Source: an optimization exercise on an open RTL-to-GDS flow (aim: small area, a short achievable clock period and few clock cycles per item). Production flows keep margins and buffers that such runs may drop. The RTL was checked by simulation tests, not by an equivalence proof against the original design.

==> inputs of tundra <==
==> flow/design.v (excerpt) <==
module magma (
    input  wire         clk,
    input  wire         reset_,
    input  wire         start,
    input  wire [63:0]  data_in,
    input  wire [255:0] key,
    input  wire         encr_decr,
    output wire [63:0]  data_out,
    output reg          done
);
==> module magma, before the edit <==
module magma (
    input  wire         clk,
    input  wire         reset_,
    input  wire         start,
    input  wire [63:0]  data_in,
    input  wire [255:0] key,
    input  wire         encr_decr,
    output wire [63:0]  data_out,
    output reg          done
);
    reg  [31:0] left, right;    
    reg  [31:0] rkey;           
    reg  [4:0]  round;          
    reg         busy;
    reg         en_de;          
    wire [7:0]  ng, np;
    wire [31:0] sub0, sub1;
    wire [3:0] s0_0;
    magma_nadd u_nadd0 (.a(right[3:0]), .b(rkey[3:0]), .s(s0_0), .g(ng[0]), .p(np[0]));
    magma_sbox0 u_sb0 (.x(s0_0), .y(sub0[3:0]));
    assign sub1[3:0] = sub0[3:0];
    wire [3:0] s0_1;
    magma_nadd u_nadd1 (.a(right[7:4]), .b(rkey[7:4]), .s(s0_1), .g(ng[1]), .p(np[1]));
    magma_sboxd1 u_sbd1 (.x(s0_1), .y0(sub0[7:4]), .y1(sub1[7:4]));
    wire [3:0] s0_2;
    magma_nadd u_nadd2 (.a(right[11:8]), .b(rkey[11:8]), .s(s0_2), .g(ng[2]), .p(np[2]));
    magma_sboxd2 u_sbd2 (.x(s0_2), .y0(sub0[11:8]), .y1(sub1[11:8]));
    wire [3:0] s0_3;
    magma_nadd u_nadd3 (.a(right[15:12]), .b(rkey[15:12]), .s(s0_3), .g(ng[3]), .p(np[3]));
    magma_sboxd3 u_sbd3 (.x(s0_3), .y0(sub0[15:12]), .y1(sub1[15:12]));
    wire [3:0] s0_4;
    magma_nadd u_nadd4 (.a(right[19:16]), .b(rkey[19:16]), .s(s0_4), .g(ng[4]), .p(np[4]));
    magma_sboxd4 u_sbd4 (.x(s0_4), .y0(sub0[19:16]), .y1(sub1[19:16]));
    wire [3:0] s0_5;
    magma_nadd u_nadd5 (.a(right[23:20]), .b(rkey[23:20]), .s(s0_5), .g(ng[5]), .p(np[5]));
    magma_sboxd5 u_sbd5 (.x(s0_5), .y0(sub0[23:20]), .y1(sub1[23:20]));
    wire [3:0] s0_6;
    magma_nadd u_nadd6 (.a(right[27:24]), .b(rkey[27:24]), .s(s0_6), .g(ng[6]), .p(np[6]));
    magma_sboxd6 u_sbd6 (.x(s0_6), .y0(sub0[27:24]), .y1(sub1[27:24]));
    wire [3:0] s0_7;
    magma_nadd u_nadd7 (.a(right[31:28]), .b(rkey[31:28]), .s(s0_7), .g(ng[7]), .p(np[7]));
    magma_sboxd7 u_sbd7 (.x(s0_7), .y0(sub0[31:28]), .y1(sub1[31:28]));
    wire g10, g32, g54, g30, g20, g40, g50, g60;
    wire p32 = np[3] & np[2];
    wire p54 = np[5] & np[4];
    magma_gnode u_g10 (.gh(ng[1]), .ph(np[1]), .gl(ng[0]), .g(g10));
    magma_gnode u_g32 (.gh(ng[3]), .ph(np[3]), .gl(ng[2]), .g(g32));
    magma_gnode u_g54 (.gh(ng[5]), .ph(np[5]), .gl(ng[4]), .g(g54));
    magma_gnode u_g30 (.gh(g32), .ph(p32), .gl(g10), .g(g30));
    magma_gnode u_g20 (.gh(ng[2]), .ph(np[2]), .gl(g10), .g(g20));
    magma_gnode u_g40 (.gh(ng[4]), .ph(np[4]), .gl(g30), .g(g40));
    magma_gnode u_g50 (.gh(g54), .ph(p54), .gl(g30), .g(g50));
    wire g64;
    wire p64 = np[6] & p54;
    magma_gnode u_g64 (.gh(ng[6]), .ph(np[6]), .gl(g54), .g(g64));
    magma_gnode u_g60 (.gh(g64), .ph(p64), .gl(g30), .g(g60));
    wire [7:0] cin = {g60, g50, g40, g30, g20, g10, ng[0], 1'b0};
    reg  [31:0] sub;
    integer b;
    always @* begin
        for (b = 0; b < 32; b = b + 1)
            sub[b] = cin[b / 4] ? sub1[b] : sub0[b];
    end
    wire [31:0] fout = {sub[20:0], sub[31:21]};    
    reg  [7:0] ksel;
    wire [4:0] r2   = round + 5'd2;
    wire       rev  = en_de ? (r2[4:3] == 2'b11) : (r2[4:3] != 2'b00);
    wire [2:0] idx  = rev ? ~r2[2:0] : r2[2:0];
    always @(posedge clk or negedge reset_)
        if (~reset_)
            ksel <= 8'b0000_0001;
        else if (start)
            ksel <= 8'b0000_0010;
        else if (busy && round != 5'd31)
            ksel <= 8'b1 << idx;
        else
            ksel <= 8'b0000_0001;
    reg  [31:0] kmux;
    integer k;
    always @* begin
        kmux = 32'b0;
        for (k = 0; k < 8; k = k + 1)
            kmux = kmux | (key[255 - 32 * k -: 32] & {32{ksel[k]}});
    end
    always @(posedge clk)
        rkey <= kmux;
    always @(posedge clk)
        if (start) begin
            left  <= data_in[63:32];
            right <= data_in[31:0];
        end else if (busy) begin
            left  <= right;
            right <= left ^ fout;
        end
    assign data_out = {right, left};
    always @(posedge clk)
        if (start) begin
            round <= 5'd0;
            en_de <= encr_decr;
        end else if (busy)
            round <= round + 5'd1;
    always @(posedge clk or negedge reset_)
        if (~reset_) begin
            busy <= 1'b0;
            done <= 1'b0;
        end else if (start) begin
            busy <= 1'b1;
            done <= 1'b0;
        end else if (busy && round == 5'd31) begin
            busy <= 1'b0;
            done <= 1'b1;
        end
endmodule
==> module magma_gnode, before the edit <==
module magma_gnode (input wire gh, input wire ph, input wire gl, output wire g);
    assign g = gh | ph & gl;
endmodule
==> flow/config.mk <==
export PLATFORM = sky130hd
export DESIGN_NAME = magma
export DESIGN_NICKNAME = magma
export VERILOG_FILES = /design/flow/design.v
export SDC_FILE = /design/flow/constraint.sdc
export NUM_CORES = 4
export LEC_CHECK = 0
export CAP_MARGIN = 20
export CORE_MARGIN = 2
export CORE_UTILIZATION = 55
export SETUP_SLACK_MARGIN = 5
export SLEW_MARGIN = 20
export SYNTH_HIERARCHICAL = 1
==> flow/constraint.sdc <==
create_clock -name core_clock -period 8.0 [get_ports {clk}]
set_input_delay 1.6000 -clock core_clock [delete_from_list [all_inputs] [get_ports {clk}]]
set_output_delay 1.6000 -clock core_clock [all_outputs]
set_load 0.01 [all_outputs]
standard.sh (not shown) runs the stock make flow with config.mk's settings and CLKGATE_MAP_FILE= SYNTH_SCRIPT=/design/flow/synth_recipe.tcl, a recipe that flattens the netlist after the stock synthesis.
==> flow/flow/run.sh <==
#!/bin/bash
# Standard ORFS layout (the standard.sh), with three changes:
#  - every port gets the smallest buffer (buf_1) instead of the default choice;
#  - synthesis does not extract half/full-adder cells (ADDER_MAP_FILE empty);
#  - ABC maps the logic for area (abc.script here) instead of ORFS's speed script,
#    which upsizes every gate; timing repair in the later steps sizes the
#    critical paths instead.  The ORFS scripts are copied unchanged apart from
#    that one ABC script.
set -euo pipefail
here=$(pwd)
rm -rf "$here/orfs_scripts"
cp -r "$FLOW_HOME/scripts" "$here/orfs_scripts"
cp "$here/flow/abc.script" "$here/orfs_scripts/abc_speed.script"
export BUFFER_PORTS_ARGS="-buffer_cell sky130_fd_sc_hd__buf_1"
bash standard.sh ADDER_MAP_FILE= SCRIPTS_DIR="$here/orfs_scripts" > standard.log 2>&1
==> flow/flow/abc.script <==
strash
dch
map -a
topo
==> inputs of sierra, as changes to tundra <==
--- a/flow/design.v
+++ b/flow/design.v
@@ -40,20 +40,16 @@
     wire [3:0] s0_7;
     magma_nadd u_nadd7 (.a(right[31:28]), .b(rkey[31:28]), .s(s0_7), .g(ng[7]), .p(np[7]));
     magma_sboxd7 u_sbd7 (.x(s0_7), .y0(sub0[31:28]), .y1(sub1[31:28]));
-    wire g10, g32, g54, g30, g20, g40, g50, g60;
+    wire g10 = ng[1] | np[1] & ng[0];
+    wire g32 = ng[3] | np[3] & ng[2];
     wire p32 = np[3] & np[2];
+    wire g54 = ng[5] | np[5] & ng[4];
     wire p54 = np[5] & np[4];
-    magma_gnode u_g10 (.gh(ng[1]), .ph(np[1]), .gl(ng[0]), .g(g10));
-    magma_gnode u_g32 (.gh(ng[3]), .ph(np[3]), .gl(ng[2]), .g(g32));
-    magma_gnode u_g54 (.gh(ng[5]), .ph(np[5]), .gl(ng[4]), .g(g54));
-    magma_gnode u_g30 (.gh(g32), .ph(p32), .gl(g10), .g(g30));
-    magma_gnode u_g20 (.gh(ng[2]), .ph(np[2]), .gl(g10), .g(g20));
-    magma_gnode u_g40 (.gh(ng[4]), .ph(np[4]), .gl(g30), .g(g40));
-    magma_gnode u_g50 (.gh(g54), .ph(p54), .gl(g30), .g(g50));
-    wire g64;
-    wire p64 = np[6] & p54;
-    magma_gnode u_g64 (.gh(ng[6]), .ph(np[6]), .gl(g54), .g(g64));
-    magma_gnode u_g60 (.gh(g64), .ph(p64), .gl(g30), .g(g60));
+    wire g30 = g32 | p32 & g10;
+    wire g20 = ng[2] | np[2] & g10;
+    wire g40 = ng[4] | np[4] & g30;
+    wire g50 = g54 | p54 & g30;
+    wire g60 = ng[6] | np[6] & g50;
     wire [7:0] cin = {g60, g50, g40, g30, g20, g10, ng[0], 1'b0};
     reg  [31:0] sub;
     integer b;
@@ -286,6 +282,3 @@
             default: begin y0 = 4'h2; y1 = 4'h1; end
         endcase
 endmodule
-module magma_gnode (input wire gh, input wire ph, input wire gl, output wire g);
-    assign g = gh | ph & gl;
-endmodule
==> flow/flow/run.sh (replaced) <==
#!/bin/bash
# Standard ORFS layout (the standard.sh), with two changes:
#  - every port gets the smallest buffer (buf_1) instead of the default choice;
#  - synthesis does not extract half/full-adder cells (ADDER_MAP_FILE empty), so
#    ABC maps the adder and S-box logic itself.
set -euo pipefail
export BUFFER_PORTS_ARGS="-buffer_cell sky130_fd_sc_hd__buf_1"
bash standard.sh ADDER_MAP_FILE= > standard.log 2>&1
removed: flow/flow/abc.script
==> summary.md <==
| Metric | Value |
|---|---|
| GRT Resource Usage Total | 37.0% |
| Met2 Use GR | 60.5% |
| Area of the multi-input gates | 4660 sq um |
| Buffers, non-clock | 404 |
| Outcome | finished clean |
| Multi-input combinational area share | 45.8% |
| First-pass GRT wire length | 43.1 mm |
| Hold path startpoint | round[2]$_SDFFE_PP0P_ |
| Cell area after layout | 10200 sq um |
| GP Congestion | 0.908 |
| Die height | 124 um |
| DR vias | 9621 |
[end of results for tundra]
==> summary.md <==
| Metric | Value |
|---|---|
| Multi-input combinational area share | 52.2% |
| Die height | 132 um |
| Outcome | finished clean |
| Buffers, non-clock | 422 |
| Cell area after layout | 11300 sq um |
| GP Congestion | 1.04 |
| Met2 Use GR | 59.5% |
| GRT Resource Usage Total | 39.1% |
[end of results for sierra]
Testbench counts of tundra, summed over its fixed seeds: cycles 13,056, items 384.
Testbench counts of sierra, summed over its fixed seeds: cycles 13,056, items 384.

==> afterwards: timing with drivers on the ports <==
How much do the figures lean on ideal ports? The routed layouts below were timed once more, with nothing changed but the port constraints. Step 1 assumes that a clkbuf_16 drives the clock port and a buf_2 every other input. Step 2 moves the port delays by t, midway between the first and last clock arrival at a register: inputs arrive t later, outputs are due t later. That takes back most of the time a late clock gives input paths. Three values: ideal, step 1, step 2; two values: the first two.
run | shift t [ns] | slack for setup (ns) | worst hold slack (ns) | worst data-port slew with drivers (ns)
tundra | 0.405 | 5.172 / 5.191 / 4.789 | 0.506 / 0.506 / 0.506 | 0.08
sierra | 0.412 | 5.062 / 5.012 / 4.825 | 0.528 / 0.528 / 0.528 | 0.17
After both steps setup and hold are still met in every run listed. For tundra, which loses most, drivers alone change the setup slack by +0.019 ns; drivers and shift together by -0.383 ns.
